This is an optimization exercise on Yosys and OpenROAD, whose aim is small area, a short achievable clock period and few clock cycles, not a production implementation. RTL that was checked went through simulation tests only; none was proved equivalent to the original.

v34:
// alu32
module alu32(clk,reset,start,a, b, aluop,out,done);
input wire clk;
input wire reset;
input wire start;
input [31:0] a;
input [31:0] b;
input [2:0] aluop;
output reg [31:0] out;
output wire done;
wire [31:0] modres;
wire sub = ~aluop[2];
wire [31:0] bx = b ^ {32{sub}};
wire [31:0] g0 = a & bx;
wire [31:0] p0 = a ^ bx;
reg [31:0] g, p;
integer i, l;
always @(*) begin
    g = g0;
    p = p0;
    g[0] = g0[0] | (p0[0] & sub);
    for (l = 1; l < 32; l = l * 2)
        for (i = 2*l-1; i < 32; i = i + 2*l) begin
            g[i] = g[i] | (p[i] & g[i-l]);
            p[i] = p[i] & p[i-l];
        end
    for (l = 8; l >= 1; l = l / 2)
        for (i = 3*l-1; i < 32; i = i + 2*l) begin
            g[i] = g[i] | (p[i] & g[i-l]);
            p[i] = p[i] & p[i-l];
        end
end
wire [31:0] sum = p0 ^ {g[30:0], sub};
mod op8(.clk(clk), .reset(reset), .start(start), .A(a), .B(b), .result(modres), .done(done));
always @(*) begin
    case (aluop)
        3'b000: out = a & b;
        3'b100: out = a | b;
        3'b010: out = a ^ b;
        3'b110: out = ~(a | b);
        3'b001: out = {31'b0, sum[31]};
        3'b101: out = sum;
        3'b011: out = sum;
        default: out = modres;
    endcase
end
endmodule
For scale: ~1700 cells after synthesis, ~71 flip-flops, roughly 100 I/O pins.
Settings: LEC_CHECK=0, CAP_MARGIN=20, CORE_MARGIN=2, CORE_UTILIZATION=40, SLEW_MARGIN=20; clock period 23.0 ns.
standard.sh (not shown) runs the stock make flow with config.mk's settings and CLKGATE_MAP_FILE= SYNTH_SCRIPT=/design/flow/synth_recipe.tcl, a recipe that flattens the netlist after the stock synthesis.
==> flow/flow/run.sh <==
#!/bin/bash
set -euo pipefail
bash standard.sh "BUFFER_PORTS_ARGS=-buffer_cell sky130_fd_sc_hd__buf_1" SETUP_SLACK_MARGIN=10 finish > standard.log 2>&1
Testbench counts of v34, summed over its fixed seeds: cycles 4,027.
What v46 does differently from v34 at the input level:
-- flow/config.mk --
<<< v34, line 7
export LEC_CHECK = 0
export CAP_MARGIN = 20
export CORE_MARGIN = 2
export CORE_UTILIZATION = 40
export SLEW_MARGIN = 20
>>> v46, line 7
export LEC_CHECK = 0
export ABC_AREA = 1
export CAP_MARGIN = 20
export CORE_MARGIN = 2
export CORE_UTILIZATION = 65
export CTS_BUF_LIST = sky130_fd_sc_hd__clkbuf_4 sky130_fd_sc_hd__clkbuf_8
export SLEW_MARGIN = 20
==> comparison <==
- Final worst slack, v34 and v46: higher on v46
- When v46 is measured against v34, its cell count turns out about 4.4% higher.
- v34 ended up with ha_1 as its most common cell after layout, fill and taps aside; v46 ended up with nand2_1.
- Number of antenna violations at the first check in global routing in v46 is 1 lower than in v34
[inputs] v23 vs v46
-- flow/config.mk --
<<< v46, line 10
export CORE_MARGIN = 2
export CORE_UTILIZATION = 65
export CTS_BUF_LIST = sky130_fd_sc_hd__clkbuf_4 sky130_fd_sc_hd__clkbuf_8
export SLEW_MARGIN = 20
>>> v23, line 10
export CORE_MARGIN = 2
export CORE_UTILIZATION = 40
export SLEW_MARGIN = 20
==> notes.md <==
- v23 vs. v46: buffer count excluding the clock tree in the final layout went up.
- Compared with v46, v23 instantiates a larger number of cells.
- v23 went all the way through synthesis, placement and routing and the layout is clean on timing, DRC and antenna.
- v46 has completed all stages; timing, DRC and antenna checks passed.
- Of v23 and v46, it is v23 that has the higher layout overhead on the synthesized area.
- STATUS final critical path time including I/O delays and setup: v23 loses against v46
- [compare] base=v46 new=v23: synthesized cell count about even, routed wire length rose about 4.6%, multi-input logic cell count about even.
- Against v46, v23 comes in 26 points lower on core utilization.
- Of v23 and v46, v46 shows the higher maximum frequency, with v23 below it.

* * *

## build 83
Another version of the RTL of alu32 (not shown whole).
Size in the first run: about 2100 cells after synthesis, roughly 71 flip-flops.
export LEC_CHECK = 0
export ABC_AREA = 1
export CAP_MARGIN = 20
export CORE_MARGIN = 2
export CORE_UTILIZATION = 40
export SLEW_MARGIN = 20
create_clock -name core_clock -period 23.0 [get_ports {clk}]
Scripts as last shown in full above: flow/flow/run.sh
Changes in trial 90 relative to build 83:
==> flow/flow/run.sh <==
#!/bin/bash
set -euo pipefail
bash standard.sh "BUFFER_PORTS_ARGS=-buffer_cell sky130_fd_sc_hd__buf_2" SETUP_SLACK_MARGIN=10 finish > standard.log 2>&1
Average routed wire per standard cell delta (build 83 -> trial 90): insignificant. Build 83 → trial 90: tapcell count shows no meaningful change, met1 usage in global routing now larger, share of post-route cells with drive strength above 1 went up 5.3 points, sequential share of layout area has decreased. On number of multi-input combinational cells in the layout, build 83 and trial 90 are neck and neck. Min core utilization across build 83 and trial 90: build 83. [compare] base=build 83 new=trial 90: wire length reported by the detailed router shows an increase of 210 um, cell count shows an increase of 0.69%, post-route clock skew shows no meaningful change.
No run of this note included a check of the RTL's function; only the layout flow was run.

* * *

alu32, a different RTL version from the one above (not shown whole).
Size in the first run: roughly 2,100 cells after synthesis, roughly 100 I/O pins.
Settings: LEC_CHECK=0, ABC_AREA=1, CAP_MARGIN=20, CORE_MARGIN=2, CORE_UTILIZATION=65, CTS_BUF_LIST=sky130_fd_sc_hd__clkbuf_4 sky130_fd_sc_hd__clkbuf_8, SLEW_MARGIN=20; clock period 23.0 ns.
==> flow/flow/run.sh <==
#!/bin/bash
set -euo pipefail
bash standard.sh "BUFFER_PORTS_ARGS=-buffer_cell sky130_fd_sc_hd__buf_1" SETUP_SLACK_MARGIN=10.25 finish > standard.log 2>&1
The starting point finished with timing, DRC and antenna clean.
Testbench counts at the start, summed over its fixed seeds: cycles 4,027.
Edit:
==> flow/flow/run.sh (replaced) <==
#!/bin/bash
set -euo pipefail
bash standard.sh "BUFFER_PORTS_ARGS=-buffer_cell sky130_fd_sc_hd__buf_1" SETUP_SLACK_MARGIN=10.75 finish > standard.log 2>&1
After rerunning:
- utilization is higher by 2.5 points
- cell count came out higher by 0.52%
- register-to-register slack stays flat
Edit:
==> flow/flow/run.sh (replaced) <==
#!/bin/bash
set -euo pipefail
bash standard.sh "BUFFER_PORTS_ARGS=-buffer_cell sky130_fd_sc_hd__buf_1" SETUP_SLACK_MARGIN=10.5 finish > standard.log 2>&1
After rerunning: Via count shrinks by 4.6%. Final area shrinks by 2.7%. Routed wire length shrinks by about 8%. Sequential cell count stays the same. Die area does not change. Core utilization shrinks by 2.0 points.

-- port drivers added, routing unchanged --
How much do the figures lean on ideal ports? The routed layouts below were timed once more, with nothing changed but the port constraints.
Step 1 sets driving cells, clkbuf_16 on the clock port and buf_2 on the other inputs (assumed; they add their load-dependent delay and slew).
Step 2 adds t to the input delays and takes it off the output delays; t is the mean of the earliest and latest rising clock arrival at the registers after step 1. Input paths then give back, and output paths get back, about the clock's delay inside the block.
Slacks: ideal / step 1 / step 2; pairs: ideal / step 1.
run | t, ns | slack for setup (ns) | clock arrival spread, ns | worst data-port slew with drivers (ns) | pins driven straight from the clock port
v34 | 0.403 | 9.146 / 9.101 / 9.281 | 0.013 / 0.013 | 0.13 | 1
v46 | 0.396 | 10.214 / 10.193 / 10.193 | 0.015 / 0.015 | 0.04 | 1
v23 | 0.394 | 10.171 / 10.150 / 10.150 | 0.012 / 0.012 | 0.05 | 1
build 83 | 0.398 | 10.135 / 10.057 / 10.057 | 0.010 / 0.010 | 0.11 | 1
trial 90 | 0.401 | 10.062 / 9.989 / 9.989 | 0.012 / 0.012 | 0.14 | 1
the first run of note 3 | 0.397 | 10.561 / 10.532 / 10.532 | 0.012 / 0.011 | 0.04 | 1
the second run of note 3 | 0.400 | 10.616 / 10.578 / 10.857 | 0.016 / 0.015 | 0.04 | 1
the third run of note 3 | 0.400 | 10.742 / 10.702 / 10.727 | 0.014 / 0.014 | 0.04 | 1
After both steps every run listed still meets setup and hold. The setup slack of build 83, which loses most, moves by -0.078 ns with the drivers and by -0.078 ns with both steps.
